Source: an optimization exercise on an open RTL-to-GDS flow (aim: small area and a short achievable clock period). Production flows keep margins and buffers that such runs may drop. Function was checked by simulation only, so behaviour that the tests miss may differ from the original. Power is estimated from default activity; no workload was simulated.

==> flow/design.v <==
module Compare_and_Swap #(
    parameter BIT_WIDTH = 8
    )
(
    input  [BIT_WIDTH-1:0] a,
    input  [BIT_WIDTH-1:0] b,
    output a_lt_b
 );
wire [7:0] G = b & ~a;
wire [7:0] P = b | ~a;
wire [3:0] g2, p2;
wire [4:0] c;
assign c[0] = 1'b0;
genvar k;
generate for (k = 0; k < 4; k = k + 1) begin : t
  assign g2[k] = G[2*k+1] | (P[2*k+1] & G[2*k]);
  assign p2[k] = P[2*k+1] & P[2*k];
  assign c[k+1] = g2[k] | (p2[k] & c[k]);
end endgenerate
assign a_lt_b = c[4];
endmodule
module OE_Sort #(
    parameter BIT_WIDTH = 8,
    parameter N = 16
    )
(
    input clk,
    input rst,
    input in_valid,
    input [BIT_WIDTH*N-1:0] list,
    output out_valid,
    output [BIT_WIDTH*N-1:0] sorted_list
    );
reg [9:0] valid_pipe;
always @(posedge clk)
    if (rst) valid_pipe <= 10'b0;
    else valid_pipe <= {valid_pipe[8:0], in_valid};
assign out_valid = valid_pipe[9];
wire lt_0_0_13;
Compare_and_Swap #(.BIT_WIDTH(8)) cmp_0 (.a(list[7:0]), .b(list[111:104]), .a_lt_b(lt_0_0_13));
wire [7:0] x0_0 = lt_0_0_13 ? list[111:104] : list[7:0];
wire [7:0] x0_13 = lt_0_0_13 ? list[7:0] : list[111:104];
wire lt_1_1_12;
Compare_and_Swap #(.BIT_WIDTH(8)) cmp_1 (.a(list[15:8]), .b(list[103:96]), .a_lt_b(lt_1_1_12));
wire [7:0] x1_1 = lt_1_1_12 ? list[103:96] : list[15:8];
wire [7:0] x1_12 = lt_1_1_12 ? list[15:8] : list[103:96];
wire lt_2_2_15;
Compare_and_Swap #(.BIT_WIDTH(8)) cmp_2 (.a(list[23:16]), .b(list[127:120]), .a_lt_b(lt_2_2_15));
wire [7:0] x2_2 = lt_2_2_15 ? list[127:120] : list[23:16];
wire [7:0] x2_15 = lt_2_2_15 ? list[23:16] : list[127:120];
wire lt_3_3_14;
Compare_and_Swap #(.BIT_WIDTH(8)) cmp_3 (.a(list[31:24]), .b(list[119:112]), .a_lt_b(lt_3_3_14));
wire [7:0] x3_3 = lt_3_3_14 ? list[119:112] : list[31:24];
wire [7:0] x3_14 = lt_3_3_14 ? list[31:24] : list[119:112];
wire lt_4_4_8;
Compare_and_Swap #(.BIT_WIDTH(8)) cmp_4 (.a(list[39:32]), .b(list[71:64]), .a_lt_b(lt_4_4_8));
wire [7:0] x4_4 = lt_4_4_8 ? list[71:64] : list[39:32];
wire [7:0] x4_8 = lt_4_4_8 ? list[39:32] : list[71:64];
wire lt_5_5_6;
Compare_and_Swap #(.BIT_WIDTH(8)) cmp_5 (.a(list[47:40]), .b(list[55:48]), .a_lt_b(lt_5_5_6));
wire [7:0] x5_5 = lt_5_5_6 ? list[55:48] : list[47:40];
wire [7:0] x5_6 = lt_5_5_6 ? list[47:40] : list[55:48];
wire lt_6_7_11;
Compare_and_Swap #(.BIT_WIDTH(8)) cmp_6 (.a(list[63:56]), .b(list[95:88]), .a_lt_b(lt_6_7_11));
wire [7:0] x6_7 = lt_6_7_11 ? list[95:88] : list[63:56];
wire [7:0] x6_11 = lt_6_7_11 ? list[63:56] : list[95:88];
wire lt_7_9_10;
Compare_and_Swap #(.BIT_WIDTH(8)) cmp_7 (.a(list[79:72]), .b(list[87:80]), .a_lt_b(lt_7_9_10));
wire [7:0] x7_9 = lt_7_9_10 ? list[87:80] : list[79:72];
wire [7:0] x7_10 = lt_7_9_10 ? list[79:72] : list[87:80];
reg [7:0] q0_s1;
always @(posedge clk) q0_s1 <= x0_0;
reg [7:0] q5_s1;
always @(posedge clk) q5_s1 <= x5_5;
wire lt_8_0_5;
Compare_and_Swap #(.BIT_WIDTH(8)) cmp_8 (.a(q0_s1), .b(q5_s1), .a_lt_b(lt_8_0_5));
wire [7:0] x8_0 = lt_8_0_5 ? q5_s1 : q0_s1;
wire [7:0] x8_5 = lt_8_0_5 ? q0_s1 : q5_s1;
reg [7:0] q1_s1;
always @(posedge clk) q1_s1 <= x1_1;
reg [7:0] q7_s1;
always @(posedge clk) q7_s1 <= x6_7;
wire lt_9_1_7;
Compare_and_Swap #(.BIT_WIDTH(8)) cmp_9 (.a(q1_s1), .b(q7_s1), .a_lt_b(lt_9_1_7));
wire [7:0] x9_1 = lt_9_1_7 ? q7_s1 : q1_s1;
wire [7:0] x9_7 = lt_9_1_7 ? q1_s1 : q7_s1;
reg [7:0] q2_s1;
always @(posedge clk) q2_s1 <= x2_2;
reg [7:0] q9_s1;
always @(posedge clk) q9_s1 <= x7_9;
wire lt_10_2_9;
Compare_and_Swap #(.BIT_WIDTH(8)) cmp_10 (.a(q2_s1), .b(q9_s1), .a_lt_b(lt_10_2_9));
wire [7:0] x10_2 = lt_10_2_9 ? q9_s1 : q2_s1;
wire [7:0] x10_9 = lt_10_2_9 ? q2_s1 : q9_s1;
reg [7:0] q3_s1;
always @(posedge clk) q3_s1 <= x3_3;
reg [7:0] q4_s1;
always @(posedge clk) q4_s1 <= x4_4;
wire lt_11_3_4;
Compare_and_Swap #(.BIT_WIDTH(8)) cmp_11 (.a(q3_s1), .b(q4_s1), .a_lt_b(lt_11_3_4));
wire [7:0] x11_3 = lt_11_3_4 ? q4_s1 : q3_s1;
wire [7:0] x11_4 = lt_11_3_4 ? q3_s1 : q4_s1;
reg [7:0] q6_s1;
always @(posedge clk) q6_s1 <= x5_6;
reg [7:0] q13_s1;
always @(posedge clk) q13_s1 <= x0_13;
wire lt_12_6_13;
Compare_and_Swap #(.BIT_WIDTH(8)) cmp_12 (.a(q6_s1), .b(q13_s1), .a_lt_b(lt_12_6_13));
wire [7:0] x12_6 = lt_12_6_13 ? q13_s1 : q6_s1;
wire [7:0] x12_13 = lt_12_6_13 ? q6_s1 : q13_s1;
reg [7:0] q8_s1;
always @(posedge clk) q8_s1 <= x4_8;
reg [7:0] q14_s1;
always @(posedge clk) q14_s1 <= x3_14;
wire lt_13_8_14;
Compare_and_Swap #(.BIT_WIDTH(8)) cmp_13 (.a(q8_s1), .b(q14_s1), .a_lt_b(lt_13_8_14));
wire [7:0] x13_8 = lt_13_8_14 ? q14_s1 : q8_s1;
wire [7:0] x13_14 = lt_13_8_14 ? q8_s1 : q14_s1;
reg [7:0] q10_s1;
always @(posedge clk) q10_s1 <= x7_10;
reg [7:0] q15_s1;
always @(posedge clk) q15_s1 <= x2_15;
wire lt_14_10_15;
Compare_and_Swap #(.BIT_WIDTH(8)) cmp_14 (.a(q10_s1), .b(q15_s1), .a_lt_b(lt_14_10_15));
wire [7:0] x14_10 = lt_14_10_15 ? q15_s1 : q10_s1;
wire [7:0] x14_15 = lt_14_10_15 ? q10_s1 : q15_s1;
reg [7:0] q11_s1;
always @(posedge clk) q11_s1 <= x6_11;
reg [7:0] q12_s1;
always @(posedge clk) q12_s1 <= x1_12;
wire lt_15_11_12;
Compare_and_Swap #(.BIT_WIDTH(8)) cmp_15 (.a(q11_s1), .b(q12_s1), .a_lt_b(lt_15_11_12));
wire [7:0] x15_11 = lt_15_11_12 ? q12_s1 : q11_s1;
wire [7:0] x15_12 = lt_15_11_12 ? q11_s1 : q12_s1;
reg [7:0] q0_s2;
always @(posedge clk) q0_s2 <= x8_0;
reg [7:0] q1_s2;
always @(posedge clk) q1_s2 <= x9_1;
wire lt_16_0_1;
Compare_and_Swap #(.BIT_WIDTH(8)) cmp_16 (.a(q0_s2), .b(q1_s2), .a_lt_b(lt_16_0_1));
wire [7:0] x16_0 = lt_16_0_1 ? q1_s2 : q0_s2;
wire [7:0] x16_1 = lt_16_0_1 ? q0_s2 : q1_s2;
reg [7:0] q2_s2;
always @(posedge clk) q2_s2 <= x10_2;
reg [7:0] q3_s2;
always @(posedge clk) q3_s2 <= x11_3;
wire lt_17_2_3;
Compare_and_Swap #(.BIT_WIDTH(8)) cmp_17 (.a(q2_s2), .b(q3_s2), .a_lt_b(lt_17_2_3));
wire [7:0] x17_2 = lt_17_2_3 ? q3_s2 : q2_s2;
wire [7:0] x17_3 = lt_17_2_3 ? q2_s2 : q3_s2;
reg [7:0] q4_s2;
always @(posedge clk) q4_s2 <= x11_4;
reg [7:0] q5_s2;
always @(posedge clk) q5_s2 <= x8_5;
wire lt_18_4_5;
Compare_and_Swap #(.BIT_WIDTH(8)) cmp_18 (.a(q4_s2), .b(q5_s2), .a_lt_b(lt_18_4_5));
wire [7:0] x18_4 = lt_18_4_5 ? q5_s2 : q4_s2;
wire [7:0] x18_5 = lt_18_4_5 ? q4_s2 : q5_s2;
reg [7:0] q6_s2;
always @(posedge clk) q6_s2 <= x12_6;
reg [7:0] q8_s2;
always @(posedge clk) q8_s2 <= x13_8;
wire lt_19_6_8;
Compare_and_Swap #(.BIT_WIDTH(8)) cmp_19 (.a(q6_s2), .b(q8_s2), .a_lt_b(lt_19_6_8));
wire [7:0] x19_6 = lt_19_6_8 ? q8_s2 : q6_s2;
wire [7:0] x19_8 = lt_19_6_8 ? q6_s2 : q8_s2;
reg [7:0] q7_s2;
always @(posedge clk) q7_s2 <= x9_7;
reg [7:0] q9_s2;
always @(posedge clk) q9_s2 <= x10_9;
wire lt_20_7_9;
Compare_and_Swap #(.BIT_WIDTH(8)) cmp_20 (.a(q7_s2), .b(q9_s2), .a_lt_b(lt_20_7_9));
wire [7:0] x20_7 = lt_20_7_9 ? q9_s2 : q7_s2;
wire [7:0] x20_9 = lt_20_7_9 ? q7_s2 : q9_s2;
reg [7:0] q10_s2;
always @(posedge clk) q10_s2 <= x14_10;
reg [7:0] q11_s2;
always @(posedge clk) q11_s2 <= x15_11;
wire lt_21_10_11;
Compare_and_Swap #(.BIT_WIDTH(8)) cmp_21 (.a(q10_s2), .b(q11_s2), .a_lt_b(lt_21_10_11));
wire [7:0] x21_10 = lt_21_10_11 ? q11_s2 : q10_s2;
wire [7:0] x21_11 = lt_21_10_11 ? q10_s2 : q11_s2;
reg [7:0] q12_s2;
always @(posedge clk) q12_s2 <= x15_12;
reg [7:0] q13_s2;
always @(posedge clk) q13_s2 <= x12_13;
wire lt_22_12_13;
Compare_and_Swap #(.BIT_WIDTH(8)) cmp_22 (.a(q12_s2), .b(q13_s2), .a_lt_b(lt_22_12_13));
wire [7:0] x22_12 = lt_22_12_13 ? q13_s2 : q12_s2;
wire [7:0] x22_13 = lt_22_12_13 ? q12_s2 : q13_s2;
reg [7:0] q14_s2;
always @(posedge clk) q14_s2 <= x13_14;
reg [7:0] q15_s2;
always @(posedge clk) q15_s2 <= x14_15;
wire lt_23_14_15;
Compare_and_Swap #(.BIT_WIDTH(8)) cmp_23 (.a(q14_s2), .b(q15_s2), .a_lt_b(lt_23_14_15));
wire [7:0] x23_14 = lt_23_14_15 ? q15_s2 : q14_s2;
wire [7:0] x23_15 = lt_23_14_15 ? q14_s2 : q15_s2;
reg [7:0] q0_s3;
always @(posedge clk) q0_s3 <= x16_0;
reg [7:0] q2_s3;
always @(posedge clk) q2_s3 <= x17_2;
wire lt_24_0_2;
Compare_and_Swap #(.BIT_WIDTH(8)) cmp_24 (.a(q0_s3), .b(q2_s3), .a_lt_b(lt_24_0_2));
wire [7:0] x24_0 = lt_24_0_2 ? q2_s3 : q0_s3;
wire [7:0] x24_2 = lt_24_0_2 ? q0_s3 : q2_s3;
reg [7:0] q1_s3;
always @(posedge clk) q1_s3 <= x16_1;
reg [7:0] q3_s3;
always @(posedge clk) q3_s3 <= x17_3;
wire lt_25_1_3;
Compare_and_Swap #(.BIT_WIDTH(8)) cmp_25 (.a(q1_s3), .b(q3_s3), .a_lt_b(lt_25_1_3));
wire [7:0] x25_1 = lt_25_1_3 ? q3_s3 : q1_s3;
wire [7:0] x25_3 = lt_25_1_3 ? q1_s3 : q3_s3;
reg [7:0] q4_s3;
always @(posedge clk) q4_s3 <= x18_4;
reg [7:0] q10_s3;
always @(posedge clk) q10_s3 <= x21_10;
wire lt_26_4_10;
Compare_and_Swap #(.BIT_WIDTH(8)) cmp_26 (.a(q4_s3), .b(q10_s3), .a_lt_b(lt_26_4_10));
wire [7:0] x26_4 = lt_26_4_10 ? q10_s3 : q4_s3;
wire [7:0] x26_10 = lt_26_4_10 ? q4_s3 : q10_s3;
reg [7:0] q5_s3;
always @(posedge clk) q5_s3 <= x18_5;
reg [7:0] q11_s3;
always @(posedge clk) q11_s3 <= x21_11;
wire lt_27_5_11;
Compare_and_Swap #(.BIT_WIDTH(8)) cmp_27 (.a(q5_s3), .b(q11_s3), .a_lt_b(lt_27_5_11));
wire [7:0] x27_5 = lt_27_5_11 ? q11_s3 : q5_s3;
wire [7:0] x27_11 = lt_27_5_11 ? q5_s3 : q11_s3;
reg [7:0] q6_s3;
always @(posedge clk) q6_s3 <= x19_6;
reg [7:0] q7_s3;
always @(posedge clk) q7_s3 <= x20_7;
wire lt_28_6_7;
Compare_and_Swap #(.BIT_WIDTH(8)) cmp_28 (.a(q6_s3), .b(q7_s3), .a_lt_b(lt_28_6_7));
wire [7:0] x28_6 = lt_28_6_7 ? q7_s3 : q6_s3;
wire [7:0] x28_7 = lt_28_6_7 ? q6_s3 : q7_s3;
reg [7:0] q8_s3;
always @(posedge clk) q8_s3 <= x19_8;
reg [7:0] q9_s3;
always @(posedge clk) q9_s3 <= x20_9;
wire lt_29_8_9;
Compare_and_Swap #(.BIT_WIDTH(8)) cmp_29 (.a(q8_s3), .b(q9_s3), .a_lt_b(lt_29_8_9));
wire [7:0] x29_8 = lt_29_8_9 ? q9_s3 : q8_s3;
wire [7:0] x29_9 = lt_29_8_9 ? q8_s3 : q9_s3;
reg [7:0] q12_s3;
always @(posedge clk) q12_s3 <= x22_12;
reg [7:0] q14_s3;
always @(posedge clk) q14_s3 <= x23_14;
wire lt_30_12_14;
Compare_and_Swap #(.BIT_WIDTH(8)) cmp_30 (.a(q12_s3), .b(q14_s3), .a_lt_b(lt_30_12_14));
wire [7:0] x30_12 = lt_30_12_14 ? q14_s3 : q12_s3;
wire [7:0] x30_14 = lt_30_12_14 ? q12_s3 : q14_s3;
reg [7:0] q13_s3;
always @(posedge clk) q13_s3 <= x22_13;
reg [7:0] q15_s3;
always @(posedge clk) q15_s3 <= x23_15;
wire lt_31_13_15;
Compare_and_Swap #(.BIT_WIDTH(8)) cmp_31 (.a(q13_s3), .b(q15_s3), .a_lt_b(lt_31_13_15));
wire [7:0] x31_13 = lt_31_13_15 ? q15_s3 : q13_s3;
wire [7:0] x31_15 = lt_31_13_15 ? q13_s3 : q15_s3;
reg [7:0] q1_s4;
always @(posedge clk) q1_s4 <= x25_1;
reg [7:0] q2_s4;
always @(posedge clk) q2_s4 <= x24_2;
wire lt_32_1_2;
Compare_and_Swap #(.BIT_WIDTH(8)) cmp_32 (.a(q1_s4), .b(q2_s4), .a_lt_b(lt_32_1_2));
wire [7:0] x32_1 = lt_32_1_2 ? q2_s4 : q1_s4;
wire [7:0] x32_2 = lt_32_1_2 ? q1_s4 : q2_s4;
reg [7:0] q3_s4;
always @(posedge clk) q3_s4 <= x25_3;
reg [7:0] q12_s4;
always @(posedge clk) q12_s4 <= x30_12;
wire lt_33_3_12;
Compare_and_Swap #(.BIT_WIDTH(8)) cmp_33 (.a(q3_s4), .b(q12_s4), .a_lt_b(lt_33_3_12));
wire [7:0] x33_3 = lt_33_3_12 ? q12_s4 : q3_s4;
wire [7:0] x33_12 = lt_33_3_12 ? q3_s4 : q12_s4;
reg [7:0] q4_s4;
always @(posedge clk) q4_s4 <= x26_4;
reg [7:0] q6_s4;
always @(posedge clk) q6_s4 <= x28_6;
wire lt_34_4_6;
Compare_and_Swap #(.BIT_WIDTH(8)) cmp_34 (.a(q4_s4), .b(q6_s4), .a_lt_b(lt_34_4_6));
wire [7:0] x34_4 = lt_34_4_6 ? q6_s4 : q4_s4;
wire [7:0] x34_6 = lt_34_4_6 ? q4_s4 : q6_s4;
reg [7:0] q5_s4;
always @(posedge clk) q5_s4 <= x27_5;
reg [7:0] q7_s4;
always @(posedge clk) q7_s4 <= x28_7;
wire lt_35_5_7;
Compare_and_Swap #(.BIT_WIDTH(8)) cmp_35 (.a(q5_s4), .b(q7_s4), .a_lt_b(lt_35_5_7));
wire [7:0] x35_5 = lt_35_5_7 ? q7_s4 : q5_s4;
wire [7:0] x35_7 = lt_35_5_7 ? q5_s4 : q7_s4;
reg [7:0] q8_s4;
always @(posedge clk) q8_s4 <= x29_8;
reg [7:0] q10_s4;
always @(posedge clk) q10_s4 <= x26_10;
wire lt_36_8_10;
Compare_and_Swap #(.BIT_WIDTH(8)) cmp_36 (.a(q8_s4), .b(q10_s4), .a_lt_b(lt_36_8_10));
wire [7:0] x36_8 = lt_36_8_10 ? q10_s4 : q8_s4;
wire [7:0] x36_10 = lt_36_8_10 ? q8_s4 : q10_s4;
reg [7:0] q9_s4;
always @(posedge clk) q9_s4 <= x29_9;
reg [7:0] q11_s4;
always @(posedge clk) q11_s4 <= x27_11;
wire lt_37_9_11;
Compare_and_Swap #(.BIT_WIDTH(8)) cmp_37 (.a(q9_s4), .b(q11_s4), .a_lt_b(lt_37_9_11));
wire [7:0] x37_9 = lt_37_9_11 ? q11_s4 : q9_s4;
wire [7:0] x37_11 = lt_37_9_11 ? q9_s4 : q11_s4;
reg [7:0] q13_s4;
always @(posedge clk) q13_s4 <= x31_13;
reg [7:0] q14_s4;
always @(posedge clk) q14_s4 <= x30_14;
wire lt_38_13_14;
Compare_and_Swap #(.BIT_WIDTH(8)) cmp_38 (.a(q13_s4), .b(q14_s4), .a_lt_b(lt_38_13_14));
wire [7:0] x38_13 = lt_38_13_14 ? q14_s4 : q13_s4;
wire [7:0] x38_14 = lt_38_13_14 ? q13_s4 : q14_s4;
reg [7:0] q1_s5;
always @(posedge clk) q1_s5 <= x32_1;
reg [7:0] q4_s5;
always @(posedge clk) q4_s5 <= x34_4;
wire lt_39_1_4;
Compare_and_Swap #(.BIT_WIDTH(8)) cmp_39 (.a(q1_s5), .b(q4_s5), .a_lt_b(lt_39_1_4));
wire [7:0] x39_1 = lt_39_1_4 ? q4_s5 : q1_s5;
wire [7:0] x39_4 = lt_39_1_4 ? q1_s5 : q4_s5;
reg [7:0] q2_s5;
always @(posedge clk) q2_s5 <= x32_2;
reg [7:0] q6_s5;
always @(posedge clk) q6_s5 <= x34_6;
wire lt_40_2_6;
Compare_and_Swap #(.BIT_WIDTH(8)) cmp_40 (.a(q2_s5), .b(q6_s5), .a_lt_b(lt_40_2_6));
wire [7:0] x40_2 = lt_40_2_6 ? q6_s5 : q2_s5;
wire [7:0] x40_6 = lt_40_2_6 ? q2_s5 : q6_s5;
reg [7:0] q5_s5;
always @(posedge clk) q5_s5 <= x35_5;
reg [7:0] q8_s5;
always @(posedge clk) q8_s5 <= x36_8;
wire lt_41_5_8;
Compare_and_Swap #(.BIT_WIDTH(8)) cmp_41 (.a(q5_s5), .b(q8_s5), .a_lt_b(lt_41_5_8));
wire [7:0] x41_5 = lt_41_5_8 ? q8_s5 : q5_s5;
wire [7:0] x41_8 = lt_41_5_8 ? q5_s5 : q8_s5;
reg [7:0] q7_s5;
always @(posedge clk) q7_s5 <= x35_7;
reg [7:0] q10_s5;
always @(posedge clk) q10_s5 <= x36_10;
wire lt_42_7_10;
Compare_and_Swap #(.BIT_WIDTH(8)) cmp_42 (.a(q7_s5), .b(q10_s5), .a_lt_b(lt_42_7_10));
wire [7:0] x42_7 = lt_42_7_10 ? q10_s5 : q7_s5;
wire [7:0] x42_10 = lt_42_7_10 ? q7_s5 : q10_s5;
reg [7:0] q9_s5;
always @(posedge clk) q9_s5 <= x37_9;
reg [7:0] q13_s5;
always @(posedge clk) q13_s5 <= x38_13;
wire lt_43_9_13;
Compare_and_Swap #(.BIT_WIDTH(8)) cmp_43 (.a(q9_s5), .b(q13_s5), .a_lt_b(lt_43_9_13));
wire [7:0] x43_9 = lt_43_9_13 ? q13_s5 : q9_s5;
wire [7:0] x43_13 = lt_43_9_13 ? q9_s5 : q13_s5;
reg [7:0] q11_s5;
always @(posedge clk) q11_s5 <= x37_11;
reg [7:0] q14_s5;
always @(posedge clk) q14_s5 <= x38_14;
wire lt_44_11_14;
Compare_and_Swap #(.BIT_WIDTH(8)) cmp_44 (.a(q11_s5), .b(q14_s5), .a_lt_b(lt_44_11_14));
wire [7:0] x44_11 = lt_44_11_14 ? q14_s5 : q11_s5;
wire [7:0] x44_14 = lt_44_11_14 ? q11_s5 : q14_s5;
reg [7:0] q2_s6;
always @(posedge clk) q2_s6 <= x40_2;
reg [7:0] q4_s6;
always @(posedge clk) q4_s6 <= x39_4;
wire lt_45_2_4;
Compare_and_Swap #(.BIT_WIDTH(8)) cmp_45 (.a(q2_s6), .b(q4_s6), .a_lt_b(lt_45_2_4));
wire [7:0] x45_2 = lt_45_2_4 ? q4_s6 : q2_s6;
wire [7:0] x45_4 = lt_45_2_4 ? q2_s6 : q4_s6;
reg [7:0] q3_s5;
always @(posedge clk) q3_s5 <= x33_3;
reg [7:0] q3_s6;
always @(posedge clk) q3_s6 <= q3_s5;
reg [7:0] q6_s6;
always @(posedge clk) q6_s6 <= x40_6;
wire lt_46_3_6;
Compare_and_Swap #(.BIT_WIDTH(8)) cmp_46 (.a(q3_s6), .b(q6_s6), .a_lt_b(lt_46_3_6));
wire [7:0] x46_3 = lt_46_3_6 ? q6_s6 : q3_s6;
wire [7:0] x46_6 = lt_46_3_6 ? q3_s6 : q6_s6;
reg [7:0] q9_s6;
always @(posedge clk) q9_s6 <= x43_9;
reg [7:0] q12_s5;
always @(posedge clk) q12_s5 <= x33_12;
reg [7:0] q12_s6;
always @(posedge clk) q12_s6 <= q12_s5;
wire lt_47_9_12;
Compare_and_Swap #(.BIT_WIDTH(8)) cmp_47 (.a(q9_s6), .b(q12_s6), .a_lt_b(lt_47_9_12));
wire [7:0] x47_9 = lt_47_9_12 ? q12_s6 : q9_s6;
wire [7:0] x47_12 = lt_47_9_12 ? q9_s6 : q12_s6;
reg [7:0] q11_s6;
always @(posedge clk) q11_s6 <= x44_11;
reg [7:0] q13_s6;
always @(posedge clk) q13_s6 <= x43_13;
wire lt_48_11_13;
Compare_and_Swap #(.BIT_WIDTH(8)) cmp_48 (.a(q11_s6), .b(q13_s6), .a_lt_b(lt_48_11_13));
wire [7:0] x48_11 = lt_48_11_13 ? q13_s6 : q11_s6;
wire [7:0] x48_13 = lt_48_11_13 ? q11_s6 : q13_s6;
reg [7:0] q3_s7;
always @(posedge clk) q3_s7 <= x46_3;
reg [7:0] q5_s6;
always @(posedge clk) q5_s6 <= x41_5;
reg [7:0] q5_s7;
always @(posedge clk) q5_s7 <= q5_s6;
wire lt_49_3_5;
Compare_and_Swap #(.BIT_WIDTH(8)) cmp_49 (.a(q3_s7), .b(q5_s7), .a_lt_b(lt_49_3_5));
wire [7:0] x49_3 = lt_49_3_5 ? q5_s7 : q3_s7;
wire [7:0] x49_5 = lt_49_3_5 ? q3_s7 : q5_s7;
reg [7:0] q6_s7;
always @(posedge clk) q6_s7 <= x46_6;
reg [7:0] q8_s6;
always @(posedge clk) q8_s6 <= x41_8;
reg [7:0] q8_s7;
always @(posedge clk) q8_s7 <= q8_s6;
wire lt_50_6_8;
Compare_and_Swap #(.BIT_WIDTH(8)) cmp_50 (.a(q6_s7), .b(q8_s7), .a_lt_b(lt_50_6_8));
wire [7:0] x50_6 = lt_50_6_8 ? q8_s7 : q6_s7;
wire [7:0] x50_8 = lt_50_6_8 ? q6_s7 : q8_s7;
reg [7:0] q7_s6;
always @(posedge clk) q7_s6 <= x42_7;
reg [7:0] q7_s7;
always @(posedge clk) q7_s7 <= q7_s6;
reg [7:0] q9_s7;
always @(posedge clk) q9_s7 <= x47_9;
wire lt_51_7_9;
Compare_and_Swap #(.BIT_WIDTH(8)) cmp_51 (.a(q7_s7), .b(q9_s7), .a_lt_b(lt_51_7_9));
wire [7:0] x51_7 = lt_51_7_9 ? q9_s7 : q7_s7;
wire [7:0] x51_9 = lt_51_7_9 ? q7_s7 : q9_s7;
reg [7:0] q10_s6;
always @(posedge clk) q10_s6 <= x42_10;
reg [7:0] q10_s7;
always @(posedge clk) q10_s7 <= q10_s6;
reg [7:0] q12_s7;
always @(posedge clk) q12_s7 <= x47_12;
wire lt_52_10_12;
Compare_and_Swap #(.BIT_WIDTH(8)) cmp_52 (.a(q10_s7), .b(q12_s7), .a_lt_b(lt_52_10_12));
wire [7:0] x52_10 = lt_52_10_12 ? q12_s7 : q10_s7;
wire [7:0] x52_12 = lt_52_10_12 ? q10_s7 : q12_s7;
reg [7:0] q3_s8;
always @(posedge clk) q3_s8 <= x49_3;
reg [7:0] q4_s7;
always @(posedge clk) q4_s7 <= x45_4;
reg [7:0] q4_s8;
always @(posedge clk) q4_s8 <= q4_s7;
wire lt_53_3_4;
Compare_and_Swap #(.BIT_WIDTH(8)) cmp_53 (.a(q3_s8), .b(q4_s8), .a_lt_b(lt_53_3_4));
wire [7:0] x53_3 = lt_53_3_4 ? q4_s8 : q3_s8;
wire [7:0] x53_4 = lt_53_3_4 ? q3_s8 : q4_s8;
reg [7:0] q5_s8;
always @(posedge clk) q5_s8 <= x49_5;
reg [7:0] q6_s8;
always @(posedge clk) q6_s8 <= x50_6;
wire lt_54_5_6;
Compare_and_Swap #(.BIT_WIDTH(8)) cmp_54 (.a(q5_s8), .b(q6_s8), .a_lt_b(lt_54_5_6));
wire [7:0] x54_5 = lt_54_5_6 ? q6_s8 : q5_s8;
wire [7:0] x54_6 = lt_54_5_6 ? q5_s8 : q6_s8;
reg [7:0] q7_s8;
always @(posedge clk) q7_s8 <= x51_7;
reg [7:0] q8_s8;
always @(posedge clk) q8_s8 <= x50_8;
wire lt_55_7_8;
Compare_and_Swap #(.BIT_WIDTH(8)) cmp_55 (.a(q7_s8), .b(q8_s8), .a_lt_b(lt_55_7_8));
wire [7:0] x55_7 = lt_55_7_8 ? q8_s8 : q7_s8;
wire [7:0] x55_8 = lt_55_7_8 ? q7_s8 : q8_s8;
reg [7:0] q9_s8;
always @(posedge clk) q9_s8 <= x51_9;
reg [7:0] q10_s8;
always @(posedge clk) q10_s8 <= x52_10;
wire lt_56_9_10;
Compare_and_Swap #(.BIT_WIDTH(8)) cmp_56 (.a(q9_s8), .b(q10_s8), .a_lt_b(lt_56_9_10));
wire [7:0] x56_9 = lt_56_9_10 ? q10_s8 : q9_s8;
wire [7:0] x56_10 = lt_56_9_10 ? q9_s8 : q10_s8;
reg [7:0] q11_s7;
always @(posedge clk) q11_s7 <= x48_11;
reg [7:0] q11_s8;
always @(posedge clk) q11_s8 <= q11_s7;
reg [7:0] q12_s8;
always @(posedge clk) q12_s8 <= x52_12;
wire lt_57_11_12;
Compare_and_Swap #(.BIT_WIDTH(8)) cmp_57 (.a(q11_s8), .b(q12_s8), .a_lt_b(lt_57_11_12));
wire [7:0] x57_11 = lt_57_11_12 ? q12_s8 : q11_s8;
wire [7:0] x57_12 = lt_57_11_12 ? q11_s8 : q12_s8;
reg [7:0] q6_s9;
always @(posedge clk) q6_s9 <= x54_6;
reg [7:0] q7_s9;
always @(posedge clk) q7_s9 <= x55_7;
wire lt_58_6_7;
Compare_and_Swap #(.BIT_WIDTH(8)) cmp_58 (.a(q6_s9), .b(q7_s9), .a_lt_b(lt_58_6_7));
wire [7:0] x58_6 = lt_58_6_7 ? q7_s9 : q6_s9;
wire [7:0] x58_7 = lt_58_6_7 ? q6_s9 : q7_s9;
reg [7:0] q8_s9;
always @(posedge clk) q8_s9 <= x55_8;
reg [7:0] q9_s9;
always @(posedge clk) q9_s9 <= x56_9;
wire lt_59_8_9;
Compare_and_Swap #(.BIT_WIDTH(8)) cmp_59 (.a(q8_s9), .b(q9_s9), .a_lt_b(lt_59_8_9));
wire [7:0] x59_8 = lt_59_8_9 ? q9_s9 : q8_s9;
wire [7:0] x59_9 = lt_59_8_9 ? q8_s9 : q9_s9;
reg [7:0] q0_s4;
always @(posedge clk) q0_s4 <= x24_0;
reg [7:0] q0_s5;
always @(posedge clk) q0_s5 <= q0_s4;
reg [7:0] q0_s6;
always @(posedge clk) q0_s6 <= q0_s5;
reg [7:0] q0_s7;
always @(posedge clk) q0_s7 <= q0_s6;
reg [7:0] q0_s8;
always @(posedge clk) q0_s8 <= q0_s7;
reg [7:0] q0_s9;
always @(posedge clk) q0_s9 <= q0_s8;
reg [7:0] q0_s10;
always @(posedge clk) q0_s10 <= q0_s9;
assign sorted_list[7:0] = q0_s10;
reg [7:0] q1_s6;
always @(posedge clk) q1_s6 <= x39_1;
reg [7:0] q1_s7;
always @(posedge clk) q1_s7 <= q1_s6;
reg [7:0] q1_s8;
always @(posedge clk) q1_s8 <= q1_s7;
reg [7:0] q1_s9;
always @(posedge clk) q1_s9 <= q1_s8;
reg [7:0] q1_s10;
always @(posedge clk) q1_s10 <= q1_s9;
assign sorted_list[15:8] = q1_s10;
reg [7:0] q2_s7;
always @(posedge clk) q2_s7 <= x45_2;
reg [7:0] q2_s8;
always @(posedge clk) q2_s8 <= q2_s7;
reg [7:0] q2_s9;
always @(posedge clk) q2_s9 <= q2_s8;
reg [7:0] q2_s10;
always @(posedge clk) q2_s10 <= q2_s9;
assign sorted_list[23:16] = q2_s10;
reg [7:0] q3_s9;
always @(posedge clk) q3_s9 <= x53_3;
reg [7:0] q3_s10;
always @(posedge clk) q3_s10 <= q3_s9;
assign sorted_list[31:24] = q3_s10;
reg [7:0] q4_s9;
always @(posedge clk) q4_s9 <= x53_4;
reg [7:0] q4_s10;
always @(posedge clk) q4_s10 <= q4_s9;
assign sorted_list[39:32] = q4_s10;
reg [7:0] q5_s9;
always @(posedge clk) q5_s9 <= x54_5;
reg [7:0] q5_s10;
always @(posedge clk) q5_s10 <= q5_s9;
assign sorted_list[47:40] = q5_s10;
reg [7:0] q6_s10;
always @(posedge clk) q6_s10 <= x58_6;
assign sorted_list[55:48] = q6_s10;
reg [7:0] q7_s10;
always @(posedge clk) q7_s10 <= x58_7;
assign sorted_list[63:56] = q7_s10;
reg [7:0] q8_s10;
always @(posedge clk) q8_s10 <= x59_8;
assign sorted_list[71:64] = q8_s10;
reg [7:0] q9_s10;
always @(posedge clk) q9_s10 <= x59_9;
assign sorted_list[79:72] = q9_s10;
reg [7:0] q10_s9;
always @(posedge clk) q10_s9 <= x56_10;
reg [7:0] q10_s10;
always @(posedge clk) q10_s10 <= q10_s9;
assign sorted_list[87:80] = q10_s10;
reg [7:0] q11_s9;
always @(posedge clk) q11_s9 <= x57_11;
reg [7:0] q11_s10;
always @(posedge clk) q11_s10 <= q11_s9;
assign sorted_list[95:88] = q11_s10;
reg [7:0] q12_s9;
always @(posedge clk) q12_s9 <= x57_12;
reg [7:0] q12_s10;
always @(posedge clk) q12_s10 <= q12_s9;
assign sorted_list[103:96] = q12_s10;
reg [7:0] q13_s7;
always @(posedge clk) q13_s7 <= x48_13;
reg [7:0] q13_s8;
always @(posedge clk) q13_s8 <= q13_s7;
reg [7:0] q13_s9;
always @(posedge clk) q13_s9 <= q13_s8;
reg [7:0] q13_s10;
always @(posedge clk) q13_s10 <= q13_s9;
assign sorted_list[111:104] = q13_s10;
reg [7:0] q14_s6;
always @(posedge clk) q14_s6 <= x44_14;
reg [7:0] q14_s7;
always @(posedge clk) q14_s7 <= q14_s6;
reg [7:0] q14_s8;
always @(posedge clk) q14_s8 <= q14_s7;
reg [7:0] q14_s9;
always @(posedge clk) q14_s9 <= q14_s8;
reg [7:0] q14_s10;
always @(posedge clk) q14_s10 <= q14_s9;
assign sorted_list[119:112] = q14_s10;
reg [7:0] q15_s4;
always @(posedge clk) q15_s4 <= x31_15;
reg [7:0] q15_s5;
always @(posedge clk) q15_s5 <= q15_s4;
reg [7:0] q15_s6;
always @(posedge clk) q15_s6 <= q15_s5;
reg [7:0] q15_s7;
always @(posedge clk) q15_s7 <= q15_s6;
reg [7:0] q15_s8;
always @(posedge clk) q15_s8 <= q15_s7;
reg [7:0] q15_s9;
always @(posedge clk) q15_s9 <= q15_s8;
reg [7:0] q15_s10;
always @(posedge clk) q15_s10 <= q15_s9;
assign sorted_list[127:120] = q15_s10;
endmodule
==> flow/flow/run.sh <==
#!/bin/bash
# The standard layout (the standard.sh, ORFS from synthesis to finish), except that
# buffer_ports gives every input and output port a sky130_fd_sc_hd__buf_1 instead of the
# delay buffer (clkdlybuf4s50_1) it picks by default. Each ORFS step keeps its own log under
# orfs/logs/; make's full output goes to standard.log here.
set -euo pipefail
export BUFFER_PORTS_ARGS="-buffer_cell sky130_fd_sc_hd__buf_1"
bash standard.sh finish > standard.log 2>&1
==> flow/standard.sh <==
#!/bin/bash
# synth_recipe.tcl (not shown) runs the flow's synth.tcl, then flattens the netlist and writes it again
# the make line also repeats each setting of config.mk as NAME=value (left out here)
make -C /OpenROAD-flow-scripts/flow DESIGN_CONFIG=/design/flow/config.mk WORK_HOME=/design/flow/orfs CLKGATE_MAP_FILE= SYNTH_SCRIPT=/design/flow/synth_recipe.tcl "${@:-finish}"
==> flow/config.mk <==
export PLATFORM = sky130hd
export DESIGN_NAME = OE_Sort
export DESIGN_NICKNAME = OE_Sort
export VERILOG_FILES = /design/flow/design.v
export SDC_FILE = /design/flow/constraint.sdc
export NUM_CORES = 4
export LEC_CHECK = 0
export ABC_AREA = 1
export CAP_MARGIN = 20
export CORE_MARGIN = 2
export CORE_UTILIZATION = 65
export CTS_CLUSTER_DIAMETER = 80
export CTS_CLUSTER_SIZE = 30
export SETUP_SLACK_MARGIN = 0.8
export SLEW_MARGIN = 20
==> flow/constraint.sdc <==
create_clock -name core_clock -period 2.5 [get_ports {clk}]
set_input_delay 0.5000 -clock core_clock [delete_from_list [all_inputs] [get_ports {clk}]]
set_output_delay 0.5000 -clock core_clock [all_outputs]
set_load 0.01 [all_outputs]
==> flow_summary.json, run 1 <==
{
  "ys_types": 18,
  "crit_buf_inv": 1,
  "synth_area_leader_cell": "dfxtp_1",
  "criticalPathCategory": "reg2out",
  "synth_common_cells": "nand2_1, dfxtp_1, inv_1, nand3_1",
  "crit_arrival_ns": 1.13,
  "gp_congestion": 0.9467,
  "coreArea_um2": 72710,
  "critPathTopFamily": "flip-flops",
  "syn_area_per_cell_um2": 7.713,
  "syn_nets": 6302,
  "p_comb_share_pct": 36.3,
  "drt_wl_total_mm": 99.34,
  "row_count": 99,
  "ys_seq_elements": 1290,
  "seq_area_frac_synth_pct": 54.25,
  "netSwitchingPower_w": 0.02809,
  "io_buffers": 259,
  "synth_edf_count": 0,
  "cts_made_buffers": 50,
  "vdd_drop_max_mv": 0.9795,
  "cts_hold_buf": 0,
  "fillers": 6095,
  "grt_max_degree": 31,
  "fin_crit_ns": 1.632,
  "path_depth": 1,
  "via_per_inst": 4.990,
  "setup_violations": 0,
  "clockBufferDepth": 3,
  "area_growth_syn_to_layout_pct": 6.479,
  "antenna_found_initial": 0,
  "reg2reg_setup_slack_ns": 0.87,
  "netlist.area_leader.share_pct": 54.25,
  "drt_iter0_drc": 2359,
  "ys.flop_type": "dfxtp_1",
  "status": "timing/DRC/antenna clean",
  "worst_setup_path_start_kind": "flip-flop",
  "drive_above_1_share_pct": 6.968,
  "powerDensity_nw_per_um2": 1357,
  "crit_fanout": 1,
  "fin_util_pct": 69.71,
  "syn_inst": 6171,
  "path_cells": "buf_1",
  "fp.dieH_um": 274.6,
  "max_freq_ghz": 0.6127,
  "clkLatencyLatePin_ns": 0.65,
  "slew_viol_final": 0,
  "cap_violations": 0,
  "async_flop_share_pct": 0,
  "fin_skew_ns": 0.01928,
  "die_area_um2": 75410,
  "sequentialPowerShare_pct": 49.5,
  "first_global_vias": 31440,
  "wl_per_cell_um": 13.55,
  "hold_viol": 0,
  "cts_tree": "built",
  "start_util_pct": 65.46,
  "firstDrtPassIters": 6,
  "track_usage_pct": 25.69,
  "io_pins": 260,
  "power.share.clock_pct": 14.2,
  "hold_class": "in2reg",
  "synthTopCellsByArea": "dfxtp_1, nand2_1, nand3_1, inv_1, nand2_2",
  "internal_power_w": 0.04068,
  "relSlewSlack_pct": 58.17,
  "dr_total_vias": 36590,
  "largest_register_ffs": 10,
  "p_leak_nw": 26.22,
  "grt_first_pass_wirelength_mm": 157.2,
  "cts_root_buf": "clkbuf_16",
  "rsz0062_at_grt": "false",
  "die_w_um": 274.6,
  "grt_overflow": 0,
  "slowest_delay_ns": 0.35,
  "cts_sinks": 1290,
  "drt.antenna.violating_nets": 0,
  "path_clk_slew_ns": 0.10,
  "power_w": 0.06878,
  "worst_setup_path_end_kind": "primary output",
  "dpl.hpwl_mm": 76.63,
  "drc_errors": 0,
  "top_register": "valid_pipe",
  "synth.most_common_cell": "nand2_1",
  "ys_warn_count": 1,
  "htreeDepth": 2,
  "swShare_pct": 40.85,
  "worstPathRequired_ns": 2.00,
  "r2r_cells": 7,
  "hold_depth": 3,
  "tightestPinTransition_ns": 0.6274,
  "setup_tns_ns": 0,
  "post-route-period-util_pct": 65.29,
  "whs_ns": 0.05157,
  "final_nets": 6489,
  "synth_area_um2": 47600,
  "slowest_stage": "dfxtp_1"
}
## cells by family after synthesis
logic type / after synthesis / synth area share (%)
AO/OA/AOI/OAI: 360 / 5.205
flip-flops: 1290 / 54.25
buffers and inverters: 1031 / 9.392
AND/OR/NAND/NOR: 3490 / 31.15
## power by group through the flow
| stage | Combinational, W | Sequential [W] | Clock [W] |
|---|---|---|---|
| 2_1_floorplan | 0.0204 | 0.0325 | 0 |
| 3_3_place_gp | 0.0237 | 0.0343 | 0 |
| 3_5_place_dp | 0.0242 | 0.0345 | 0 |
| 4_1_cts | 0.0243 | 0.0340 | 0.0100 |
| 5_1_grt | 0.0288 | 0.0348 | 0.0107 |
| 6_report | 0.0249 | 0.0341 | 0.00978 |
## routing by layer
layer  share of wire [%]  track usage, %
met2                  49           45.13
met5                   0               0
met1                  44           32.89
met4                 3.9           9.425
met3                 3.8           2.479
## cell usage in the layout (no fill, tap or decap), types with 2 or more instances in the layout
master,instances
nand2_1,2280
clkbuf_2,8
buf_2,3
inv_6,3
buf_4,53
nand2_2,70
clkinvlp_4,2
a21oi_2,56
buf_1,248
o21ai_1,60
nor3_1,60
or2_2,60
inv_1,850
o22ai_1,60
o21ai_0,60
a22o_1,60
dfxtp_2,11
nor2_1,70
a21oi_4,4
nand3_1,840
nand2_4,54
clkinv_2,3
clkbuf_8,2
a211oi_1,60
nor2_2,60
dfxtp_1,1279
clkbuf_16,51
## area by class of cell
class                      count  area, um^2  area share (%)
inverter                     850        3191           6.295
timing repair buffer         312        1384           2.730
tap                          959        1200           2.367
clock inverter                12       131.4          0.2592
antenna                        1       2.502        0.004937
clock buffer                  54        1308           2.580
sequential                  1290       25840           50.98
multi-input combinational   3854       17630           34.78
## path summary, 6_finish.rpt
path              startpoint               to
setup / recovery   q1_s10[7]  sorted_list[15]
setup reg to reg    q4_s2[7]         q5_s3[0]
hold / removal      in_valid    valid_pipe[0]
hold reg to reg     q1_s9[4]        q1_s10[4]
## timing repair
item	4_1_cts	5_1_grt
setup endpoints to repair	8	380
setup buffers	0	4
pin swaps	0	5
cloned	0	4
gates resized for setup	6	74
## stage by stage
stage,std cells,setup WS [ns],cell area [um^2]
6_report,7332,0.8678,50680
5_1_grt,7331,0.7930,50680
4_1_cts,7323,0.8010,50320
3_5_place_dp,7257,0.5609,48860
3_3_place_gp,7257,0.6397,48860
2_1_floorplan,6171,1.122,47600
==> run 2: changes to the inputs <==
==> flow/run.sh (new file) <==
#!/bin/bash
# synth_recipe.tcl (not shown) runs the flow's synth.tcl, then flattens the netlist and writes it again
# the make line also repeats each setting of config.mk as NAME=value (left out here)
make -C /OpenROAD-flow-scripts/flow DESIGN_CONFIG=/design/flow/config.mk WORK_HOME=/design/flow/orfs CLKGATE_MAP_FILE= SYNTH_SCRIPT=/design/flow/synth_recipe.tcl finish
removed: flow/flow/run.sh
removed: flow/standard.sh
==> run 2 against run 1 <==
Via count grew 1.1%. Wire length grew 3.2%. Setup slack lost 0.049 ns.
==> flow_summary.json, run 2 <==
{
  "drt_wl_total_mm": 102.5,
  "htreeDepth": 2,
  "synth_common_cells": "nand2_1, dfxtp_1, inv_1, nand3_1",
  "crit_path_start": "q2_s2[7]",
  "drt_iter0_drc": 2565,
  "largest_register_ffs": 10,
  "firstDrtPassIters": 6,
  "status": "timing/DRC/antenna clean",
  "dpl.hpwl_mm": 78.05,
  "cts_hold_buf": 0,
  "synth_edf_count": 0,
  "r2r-end": "q3_s3[5]",
  "wl_met3_mm": 4.379,
  "hold_viol": 0,
  "cts_tree": "built",
  "cap_violations": 0,
  "syn_inst": 6171,
  "drt.antenna.violating_nets": 0,
  "io_pins": 260,
  "track_usage_pct": 26.62,
  "hold_start": "q1_s8[7]",
  "fin_crit_ns": 1.681,
  "start_util_pct": 65.46,
  "coreArea_um2": 72710,
  "synth_area_um2": 47600,
  "p_leak_nw": 27.06,
  "synthTopCellsByArea": "dfxtp_1, nand2_1, nand3_1, inv_1, nand2_2",
  "fin_area_um2": 51740,
  "worst_setup_path_start_kind": "flip-flop",
  "crit_arrival_ns": 2.25,
  "ys_types": 18,
  "grt_max_degree": 31,
  "worstPathRequired_ns": 3.07,
  "met1_length_mm": 43.99,
  "area_growth_syn_to_layout_pct": 8.701,
  "vdd_drop_max_mv": 0.9299,
  "grt_overflow": 0,
  "final_cell_mix": "nand2_1, dfxtp_1, inv_1",
  "die_area_um2": 75410,
  "row_count": 99,
  "cts_root_buf": "clkbuf_16",
  "dr_total_vias": 36980,
  "setup_tns_ns": 0,
  "setup_violations": 0,
  "synth.most_common_cell": "nand2_1",
  "ys_warn_count": 1,
  "seq_area_frac_synth_pct": 54.25,
  "die_w_um": 274.6,
  "cts_sinks": 1290,
  "ys.flop_type": "dfxtp_1",
  "clockBufferDepth": 3,
  "async_flop_share_pct": 0,
  "wl_per_cell_um": 13.95,
  "grt_first_pass_wirelength_mm": 162.9,
  "fin_skew_ns": 0.02439,
  "post-route-period-util_pct": 67.24,
  "dpl_cell_area_um2": 50550,
  "slew_viol_final": 0,
  "ys_seq_elements": 1290,
  "r2r_cells": 7,
  "met2_length_mm": 49.43,
  "powerDensity_nw_per_um2": 1340,
  "final_nets": 6506,
  "clkLatencyLatePin_ns": 0.65,
  "fp.dieH_um": 274.6,
  "reg2reg_setup_slack_ns": 0.82,
  "r2r_start": "q2_s2[7]",
  "worst_setup_path_end_kind": "flip-flop",
  "cts_made_buffers": 50,
  "path_clk_slew_ns": 0.11,
  "synth_area_leader_cell": "dfxtp_1",
  "syn_area_per_cell_um2": 7.713,
  "hold_class": "reg2reg",
  "tightestPinTransition_ns": 0.4776,
  "first_global_vias": 32460,
  "io_buffers": 259,
  "drc_errors": 0,
  "syn_nets": 6302,
  "top_register": "valid_pipe",
  "max_freq_ghz": 0.5949,
  "relSlewSlack_pct": 67.97,
  "criticalPathCategory": "reg2reg",
  "gp_congestion": 0.9530,
  "drive_above_1_share_pct": 9.284,
  "crit_fanout": 15,
  "via_per_inst": 5.033,
  "netlist.area_leader.share_pct": 54.25,
  "rsz0062_at_grt": "false",
  "antenna_found_initial": 1,
  "crit_end": "q3_s3[5]",
  "highest_layer": "met4",
  "mostFrequentLayoutCell": "nand2_1"
}
run 2: stage by stage:
stage	hold slack (ns)	cells	power, W	worst slack (ns)	utilization, %
after floorplan	0.3096	6171	0.05285	1.122	-
after global placement	0.3098	7267	0.05908	0.1212	69.53
after detailed placement	0.3121	7267	0.05983	0.1216	69.53
after CTS	0.3084	7331	0.06881	0.7191	70.78
after global routing	0.3275	7347	0.07481	0.7266	71.16
final	0.3155	7347	0.06931	0.8191	71.16
run 2: how the worst min path moves through the flow:
stage           endpoint  slack, ns  cells after the start
2_1_floorplan  q0_s10[0]       0.31                      0
3_3_place_gp   q5_s10[0]       0.31                      0
3_5_place_dp   q0_s10[6]       0.31                      0
4_1_cts         q1_s9[7]       0.31                      0
5_1_grt         q1_s9[7]       0.33                      0
6_report        q1_s9[7]       0.32                      0
run 2: layout make-up:
cell class              instances  area (um^2)
inverters                     850         3191
diodes                          1        2.502
repair buffers                329         2470
well taps                     959         1200
clock buffers                  53         1304
flip-flops and latches       1290        25860
fillers                      5952        20970
clock inverters                11        106.4
multi-input cells            3854        17610
run 2: critical path, cell delays in order (launching register included):
cell      delay, ns
dfxtp_1        0.39
inv_1          0.13
nor2_2         0.05
a211oi_1       0.44
nand2_4        0.21
nand2_4        0.19
nand2_1        0.07
nand2_1        0.13
run 2: what timing repair did:
action,4_1_cts,5_1_grt
gates cloned,0,4
gates resized for setup,514,82
pin swaps,0,5
buffers inserted,0,11
setup endpoints to repair,151,390
run 2: metal layers:
metal | up-vias | GRT usage [%]
met1 | 16380 | 33.75
met4 | 0 | 11.33
met5 | - | 0
li1 | 19450 | -
met2 | 950 | 46.55
met3 | 202 | 2.426
run 2: logic make-up (layout without fill, tap and decap cells):
kind of cell | after synthesis | count (layout) | synth area share (%)
compound gates | 360 | 360 | 5.205
buf+inv | 1031 | 1243 | 9.392
flops | 1290 | 1290 | 54.25
other cells | 0 | 1 | 0
simple gates | 3490 | 3494 | 31.15
run 2: power by group:
part | switching, W | internal (W) | leakage (nW)
sequential | 0.00584 | 0.0283 | 10.8
combinational | 0.0166 | 0.00885 | 15.6
clock | 0.00588 | 0.00382 | 0.701
total | 0.0284 | 0.0409 | 27.1

==> port drivers added, routing unchanged <==
The results above use ideal ports. As a check the final layouts listed here were re-extracted and re-timed, cells and wires unchanged.
Step 1: set_driving_cell puts a clkbuf_16 on clk and a buf_2 on each other input, an assumption about the parent block.
Step 2 moves the port delays by t, midway between the first and last clock arrival at a register: inputs arrive t later, outputs are due t later. That takes back most of the time a late clock gives input paths.
Three values: ideal ports, drivers, drivers and shift; two values: the first two.
run	shift t [ns]	setup slack, ns	slew at the worst register clock pin (ns)	pins driven straight from the clock port
run 1	0.705	0.868 / 0.800 / 0.552	0.11 / 0.11	1
run 2	0.710	0.819 / 0.810 / 0.294	0.11 / 0.11	1
After both steps setup and hold are still met in every run listed. For run 2, which loses most, drivers alone change the setup slack by -0.009 ns; drivers and shift together by -0.525 ns.
